From an optimization exercise on the open Yosys and OpenROAD flow, aimed at a short achievable clock period and few clock cycles; shortcuts taken in it are not production practice. Function was checked by simulation only, so behaviour that the tests miss may differ from the original.

==> inputs of pepper <==
==> flow/design.v <==
`timescale 1ns/1ps
module alu (output wire [31:0] result,
            input wire [31:0] op1,
            input wire [31:0] op2,
            input wire        sub,
            input wire        arith,
            input wire [6:0]  sel);
  wire [31:0] sum = op1 + op2 + {31'b0, sub};
  wire lt = (op1[31] == op2[31]) ? op1[31] : sum[31];
  wire [31:0] sll = op1 << op2[4:0];
  wire [32:0] sr_in = {arith & op1[31], op1};
  wire [32:0] sr_out = $signed(sr_in) >>> op2[4:0];
  assign result = ({32{sel[0]}} & sum)
                | ({32{sel[1]}} & {31'b0, lt})
                | ({32{sel[2]}} & (op1 ^ op2))
                | ({32{sel[3]}} & (op1 | op2))
                | ({32{sel[4]}} & (op1 & op2))
                | ({32{sel[5]}} & sll)
                | ({32{sel[6]}} & sr_out[31:0]);
endmodule
`timescale 1ns/1ps
module regfile (output wire [31:0] readData1,
                output wire [31:0] readData2,
                input wire clk,
                input wire [4:0] readReg1,
                input wire [4:0] readReg2,
                input wire [4:0] writeReg,
                input wire [31:0] writeData,
                input wire write);
  reg [31:0] registers [1:31];
  always @(posedge clk)
    if (write && writeReg != 5'd0)
      registers[writeReg] <= writeData;
  assign readData1 = (readReg1 == 5'd0) ? 32'b0 : registers[readReg1];
  assign readData2 = (readReg2 == 5'd0) ? 32'b0 : registers[readReg2];
endmodule
`timescale 1ns/1ps
module datapath #(parameter [31:0] INITIAL_PC = 32'h00400000)
  (output wire [31:0] PC,
   output wire [31:0] dAddress,
   output wire [31:0] dWriteData,
   output wire MemRead,
   output wire MemWrite,
   input wire clk,
   input wire rst,
   input wire [31:0] instr,
   input wire [31:0] dReadData);
  localparam [6:0] OP_R   = 7'b0110011,
                   OP_I   = 7'b0010011,
                   OP_LW  = 7'b0000011,
                   OP_SW  = 7'b0100011,
                   OP_BEQ = 7'b1100011;
  reg [31:2] pc_f;
  assign PC = {pc_f, 2'b00};
  reg        valid_d;
  reg [31:0] ir_d;
  reg [31:2] pc_d;
  reg        valid_e;
  reg [31:0] op1_e, op2_e, sd_e;
  reg        sub_e, arith_e;
  reg [6:0]  sel_e;
  reg [4:0]  rd_e;
  reg        we_e;       
  reg        lw_e;       
  reg        ld_e;       
  reg        st_e;       
  reg        br_e;       
  reg        pred_e;     
  reg [31:2] alt_e;      
  reg [31:0] res_m, sd_m;
  reg [4:0]  rd_m;
  reg        we_m, ld_m, st_m;
  wire [6:0] opc = ir_d[6:0];
  wire [2:0] f3  = ir_d[14:12];
  wire       f7b5 = ir_d[30];
  wire [4:0] rs1 = ir_d[19:15];
  wire [4:0] rs2 = ir_d[24:20];
  wire [4:0] rd  = ir_d[11:7];
  wire is_r   = (opc == OP_R);
  wire is_i   = (opc == OP_I);
  wire is_lw  = (opc == OP_LW);
  wire is_sw  = (opc == OP_SW);
  wire is_beq = (opc == OP_BEQ);
  wire is_alu = is_r | is_i;
  wire [31:0] imm_i = {{20{ir_d[31]}}, ir_d[31:20]};
  wire [31:0] imm_s = {{20{ir_d[31]}}, ir_d[31:25], ir_d[11:7]};
  wire [31:2] imm_b = {{19{ir_d[31]}}, ir_d[31], ir_d[7], ir_d[30:25], ir_d[11:9]};
  wire        imm_b1 = ir_d[8];  
  wire use1 = is_alu | is_lw | is_sw | is_beq;
  wire use2 = is_r | is_sw | is_beq;
  wire op_add = (is_alu & f3 == 3'b000 & ~(is_r & f7b5)) | is_lw | is_sw;
  wire op_sub = is_r & f3 == 3'b000 & f7b5;
  wire op_slt = is_alu & f3 == 3'b010;
  wire op_xor = is_alu & f3 == 3'b100;
  wire op_or  = is_alu & f3 == 3'b110;
  wire op_and = is_alu & f3 == 3'b111;
  wire op_sll = is_alu & f3 == 3'b001;
  wire op_sr  = is_alu & f3 == 3'b101;
  wire inv2   = op_sub | op_slt;
  wire [31:0] wb_m = ld_m ? dReadData : res_m;
  wire [31:0] rf1, rf2;
  regfile regfile_inst (
    .readData1(rf1), .readData2(rf2), .clk(clk),
    .readReg1(rs1), .readReg2(rs2),
    .writeReg(rd_m), .writeData(wb_m), .write(we_m));
  wire [31:0] alu_e;
  alu alu_inst (.result(alu_e), .op1(op1_e), .op2(op2_e),
                .sub(sub_e), .arith(arith_e), .sel(sel_e));
  wire hitE1 = we_e & (rd_e == rs1);
  wire hitE2 = we_e & (rd_e == rs2);
  wire hitM1 = we_m & (rd_m == rs1);
  wire hitM2 = we_m & (rd_m == rs2);
  wire [31:0] fwd1 = hitE1 ? alu_e : hitM1 ? wb_m : rf1;
  wire [31:0] fwd2 = hitE2 ? alu_e : hitM2 ? wb_m : rf2;
  wire stall = valid_d & lw_e & (((rd_e == rs1) & use1) | ((rd_e == rs2) & use2));
  wire [31:2] tgt_d  = pc_d + imm_b;
  wire [31:2] next_d = pc_d + 30'd1;
  wire        pred_d = (rs1 == rs2) | ir_d[31];
  wire        cond_d = (rs1 != rs2);
  wire eq_e = (op1_e == op2_e);
  wire mispred = br_e & (eq_e ^ pred_e);
  wire redirect_d = valid_d & is_beq & pred_d & ~stall;
  wire [31:0] b_sel = (is_i | is_lw) ? imm_i : is_sw ? imm_s : fwd2;
  always @(posedge clk) begin
    if (rst) begin
      pc_f    <= INITIAL_PC[31:2];
      valid_d <= 1'b0;
    end else if (mispred) begin
      pc_f    <= alt_e;
      valid_d <= 1'b0;
    end else if (stall) begin
    end else if (redirect_d) begin
      pc_f    <= tgt_d;
      valid_d <= 1'b0;
    end else begin
      pc_f    <= pc_f + 30'd1;
      valid_d <= 1'b1;
    end
    if (!stall) begin
      ir_d <= instr;
      pc_d <= pc_f;
    end
  end
  wire go_e = valid_d & ~stall & ~mispred;
  always @(posedge clk) begin
    if (rst) begin
      valid_e <= 1'b0; we_e <= 1'b0; lw_e <= 1'b0; ld_e <= 1'b0;
      st_e <= 1'b0; br_e <= 1'b0;
    end else begin
      valid_e <= go_e;
      we_e    <= go_e & (is_alu | is_lw) & (rd != 5'd0) & ~is_lw;
      lw_e    <= go_e & is_lw & (rd != 5'd0);
      ld_e    <= go_e & is_lw;
      st_e    <= go_e & is_sw;
      br_e    <= go_e & is_beq & cond_d;
    end
    op1_e   <= fwd1;
    op2_e   <= inv2 ? ~b_sel : b_sel;
    sd_e    <= fwd2;
    sub_e   <= inv2;
    arith_e <= f7b5;
    sel_e   <= {op_sr, op_sll, op_and, op_or, op_xor, op_slt, op_add | op_sub};
    rd_e    <= rd;
    pred_e  <= pred_d;
    alt_e   <= pred_d ? next_d : tgt_d;
  end
  always @(posedge clk) begin
    if (rst) begin
      we_m <= 1'b0; ld_m <= 1'b0; st_m <= 1'b0;
    end else begin
      we_m <= we_e | lw_e;
      ld_m <= ld_e;
      st_m <= st_e;
    end
    res_m <= alu_e;
    sd_m  <= sd_e;
    rd_m  <= rd_e;
  end
  assign dAddress   = res_m;
  assign dWriteData = sd_m;
  assign MemRead    = ld_m;
  assign MemWrite   = st_m;
endmodule
`timescale 1ns/1ps
module top_proc #(parameter [31:0] INITIAL_PC = 32'h00400000)
  (
    output wire [31:0] PC,             
    output wire [31:0] dAddress,       
    output wire [31:0] dWriteData,     
    output wire MemRead,               
    output wire MemWrite,              
    input wire clk,                    
    input wire rst,                    
    input wire [31:0] instr,           
    input wire [31:0] dReadData);      
  datapath #(.INITIAL_PC(INITIAL_PC)) datapath_inst (
    .PC(PC), .dAddress(dAddress), .dWriteData(dWriteData),
    .MemRead(MemRead), .MemWrite(MemWrite),
    .clk(clk), .rst(rst), .instr(instr), .dReadData(dReadData));
endmodule
==> flow/run.sh <==
#!/bin/bash
# synth_recipe.tcl (not shown) runs the flow's synth.tcl, then flattens the netlist and writes it again
# the make line also repeats each setting of config.mk as NAME=value (left out here)
make -C /OpenROAD-flow-scripts/flow DESIGN_CONFIG=/design/flow/config.mk WORK_HOME=/design/flow/orfs CLKGATE_MAP_FILE= SYNTH_SCRIPT=/design/flow/synth_recipe.tcl finish
==> flow/config.mk <==
export PLATFORM = sky130hd
export DESIGN_NAME = top_proc
export DESIGN_NICKNAME = top_proc
export VERILOG_FILES = /design/flow/design.v
export SDC_FILE = /design/flow/constraint.sdc
export NUM_CORES = 4
export LEC_CHECK = 0
export ABC_CLOCK_PERIOD_IN_PS = 3000
export CAP_MARGIN = 20
export CORE_MARGIN = 2
export CORE_UTILIZATION = 40
export PLACE_DENSITY = 0.6
export SETUP_SLACK_MARGIN = 5
export SLEW_MARGIN = 20
==> flow/constraint.sdc <==
create_clock -name core_clock -period 13.0 [get_ports {clk}]
set_input_delay 2.6000 -clock core_clock [delete_from_list [all_inputs] [get_ports {clk}]]
set_output_delay 2.6000 -clock core_clock [all_outputs]
set_load 0.01 [all_outputs]
==> inputs of garnet, as changes to pepper <==
==> flow/design.v, changed modules only <==
module datapath #(parameter [31:0] INITIAL_PC = 32'h00400000)
  (output wire [31:0] PC,
   output wire [31:0] dAddress,
   output wire [31:0] dWriteData,
   output wire MemRead,
   output wire MemWrite,
   input wire clk,
   input wire rst,
   input wire [31:0] instr,
   input wire [31:0] dReadData);
  localparam [6:0] OP_R   = 7'b0110011,
                   OP_I   = 7'b0010011,
                   OP_LW  = 7'b0000011,
                   OP_SW  = 7'b0100011,
                   OP_BEQ = 7'b1100011;
  reg [31:2] pc_f;
  assign PC = {pc_f, 2'b00};
  reg [31:0] op1_e, op2_e, sd_e;
  reg        sub_e, arith_e;
  reg [6:0]  sel_e;
  reg [4:0]  rd_e;
  reg        we_e;       
  reg        lw_e;       
  reg        ld_e;       
  reg        st_e;       
  reg        br_e;       
  reg        pred_e;     
  reg [31:2] alt_e;      
  reg [31:0] res_m, sd_m;
  reg [4:0]  rd_m;
  reg        we_m;       
  reg        lw_m;       
  reg        ld_m, st_m;
  wire [6:0] opc  = instr[6:0];
  wire [2:0] f3   = instr[14:12];
  wire       f7b5 = instr[30];
  wire [4:0] rs1  = instr[19:15];
  wire [4:0] rs2  = instr[24:20];
  wire [4:0] rd   = instr[11:7];
  wire is_r   = (opc == OP_R);
  wire is_i   = (opc == OP_I);
  wire is_lw  = (opc == OP_LW);
  wire is_sw  = (opc == OP_SW);
  wire is_beq = (opc == OP_BEQ);
  wire is_alu = is_r | is_i;
  wire [31:0] imm_i = {{20{instr[31]}}, instr[31:20]};
  wire [31:0] imm_s = {{20{instr[31]}}, instr[31:25], instr[11:7]};
  wire [31:2] imm_b = {{19{instr[31]}}, instr[31], instr[7], instr[30:25], instr[11:9]};
  wire use1 = is_alu | is_lw | is_sw | is_beq;
  wire use2 = is_r | is_sw | is_beq;
  wire op_add = (is_alu & f3 == 3'b000 & ~(is_r & f7b5)) | is_lw | is_sw;
  wire op_sub = is_r & f3 == 3'b000 & f7b5;
  wire op_slt = is_alu & f3 == 3'b010;
  wire op_xor = is_alu & f3 == 3'b100;
  wire op_or  = is_alu & f3 == 3'b110;
  wire op_and = is_alu & f3 == 3'b111;
  wire op_sll = is_alu & f3 == 3'b001;
  wire op_sr  = is_alu & f3 == 3'b101;
  wire inv2   = op_sub | op_slt;
  wire [31:0] wb_m = lw_m ? dReadData : res_m;
  wire [31:0] rf1, rf2;
  regfile regfile_inst (
    .readData1(rf1), .readData2(rf2), .clk(clk),
    .readReg1(rs1), .readReg2(rs2),
    .writeReg(rd_m), .writeData(wb_m), .write(we_m));
  wire [31:0] alu_e;
  alu alu_inst (.result(alu_e), .op1(op1_e), .op2(op2_e),
                .sub(sub_e), .arith(arith_e), .sel(sel_e));
  wire hitE1 = we_e & (rd_e == rs1);
  wire hitE2 = we_e & (rd_e == rs2);
  wire hitM1 = we_m & (rd_m == rs1);
  wire hitM2 = we_m & (rd_m == rs2);
  wire [31:0] fwd1 = hitE1 ? alu_e : hitM1 ? wb_m : rf1;
  wire [31:0] fwd2 = hitE2 ? alu_e : hitM2 ? wb_m : rf2;
  wire eq_e    = (op1_e == op2_e);
  wire mispred = br_e & (eq_e ^ pred_e);
  wire stall = lw_e & (((rd_e == rs1) & use1) | ((rd_e == rs2) & use2));
  wire        pred   = (rs1 == rs2) | instr[31];
  wire        taken  = is_beq & pred;
  wire [31:2] tgt    = pc_f + imm_b;
  wire [31:2] next   = pc_f + 30'd1;
  wire [31:0] b_sel = (is_i | is_lw) ? imm_i : is_sw ? imm_s : fwd2;
  always @(posedge clk) begin
    if (rst)
      pc_f <= INITIAL_PC[31:2];
    else if (mispred)
      pc_f <= alt_e;
    else if (stall)
      pc_f <= pc_f;
    else if (taken)
      pc_f <= tgt;
    else
      pc_f <= next;
  end
  wire go = ~mispred & ~stall;
  always @(posedge clk) begin
    if (rst) begin
      we_e <= 1'b0; lw_e <= 1'b0; ld_e <= 1'b0; st_e <= 1'b0; br_e <= 1'b0;
    end else begin
      we_e <= go & is_alu & (rd != 5'd0);
      lw_e <= go & is_lw & (rd != 5'd0);
      ld_e <= go & is_lw;
      st_e <= go & is_sw;
      br_e <= go & is_beq & (rs1 != rs2);
    end
    op1_e   <= fwd1;
    op2_e   <= inv2 ? ~b_sel : b_sel;
    sd_e    <= fwd2;
    sub_e   <= inv2;
    arith_e <= f7b5;
    sel_e   <= {op_sr, op_sll, op_and, op_or, op_xor, op_slt, op_add | op_sub};
    rd_e    <= rd;
    pred_e  <= pred;
    alt_e   <= pred ? next : tgt;
  end
  always @(posedge clk) begin
    if (rst) begin
      we_m <= 1'b0; lw_m <= 1'b0; ld_m <= 1'b0; st_m <= 1'b0;
    end else begin
      we_m <= we_e | lw_e;
      lw_m <= lw_e;
      ld_m <= ld_e;
      st_m <= st_e;
    end
    res_m <= alu_e;
    sd_m  <= sd_e;
    rd_m  <= rd_e;
  end
  assign dAddress   = res_m;
  assign dWriteData = sd_m;
  assign MemRead    = ld_m;
  assign MemWrite   = st_m;
endmodule
==> flow/flow/run.sh (new file) <==
#!/bin/bash
# The standard layout, with timing repair aiming well past the design's
# clock period (setup margin), so that the achieved period is as short as
# the design allows. The constraints are the design's own.
set -euo pipefail
MARGIN=$(cat flow/margin.txt)
bash standard.sh SETUP_SLACK_MARGIN=$MARGIN finish > standard_flow.log 2>&1
==> flow/flow/margin.txt (new file) <==
9.3
==> flow/standard.sh (new file) <==
#!/bin/bash
# synth_recipe.tcl (not shown) runs the flow's synth.tcl, then flattens the netlist and writes it again
# the make line also repeats each setting of config.mk as NAME=value (left out here)
make -C /OpenROAD-flow-scripts/flow DESIGN_CONFIG=/design/flow/config.mk WORK_HOME=/design/flow/orfs CLKGATE_MAP_FILE= SYNTH_SCRIPT=/design/flow/synth_recipe.tcl "${@:-finish}"
--- a/flow/config.mk
+++ b/flow/config.mk
@@ -10,5 +10,4 @@
 export CORE_MARGIN = 2
 export CORE_UTILIZATION = 40
 export PLACE_DENSITY = 0.6
-export SETUP_SLACK_MARGIN = 5
 export SLEW_MARGIN = 20
removed: flow/run.sh
==> flow_metrics.env <==
export IMPL_status="no timing/DRC/antenna violations"
export IMPL_route_met2_wl_um=101200
export IMPL_fp_dieArea_um2=169400
export IMPL_use_met3_pct=5.316
export IMPL_buf_share_pct=3.251
export IMPL_area_delta_synth_final_pct=12.83
export IMPL_die_x_um=411.6
export IMPL_grt_util_met1_pct=35.53
export IMPL_syn_area_per_cell_um2=14.80
export IMPL_well_tap_count=2189
export IMPL_crit_buf_inv=2
(the above is from pepper)
==> flow_metrics.env <==
export IMPL_fp_dieArea_um2=167000
export IMPL_grt_util_met1_pct=38.90
export IMPL_status="no timing/DRC/antenna violations"
export IMPL_die_x_um=408.7
export IMPL_buf_share_pct=12.63
export IMPL_crit_buf_inv=3
(the above is from garnet)
Testbench counts of pepper, summed over its fixed seeds: cycles 18,394.
Testbench counts of garnet, summed over its fixed seeds: cycles 16,751.

==> afterwards: timing with drivers on the ports <==
In the flow no input, the clock included, has a driving cell. The finished layouts below were timed again as built, in two steps. Step 1 sets driving cells, clkbuf_16 on the clock port and buf_2 on the other inputs (assumed; they add their load-dependent delay and slew). Step 2 also shifts input and output timing later by t, the mid clock arrival at the registers, as if the neighbouring blocks saw the same clock. Three values: ideal, step 1, step 2; two values: the first two.
run | t, ns | setup WS [ns] | worst setup path after step 2 | worst register clock-pin slew, ns | worst data-port slew with drivers (ns)
pepper | 0.872 | 8.095 / 8.004 / 8.105 | input to register | 0.07 / 0.07 | 0.07
garnet | 0.876 | 8.559 / 8.322 / 7.446 | input to register | 0.07 / 0.07 | 0.40
After both steps setup and hold are still met in every run listed. The setup slack of garnet, which loses most, moves by -0.237 ns with the drivers and by -1.113 ns with both steps.
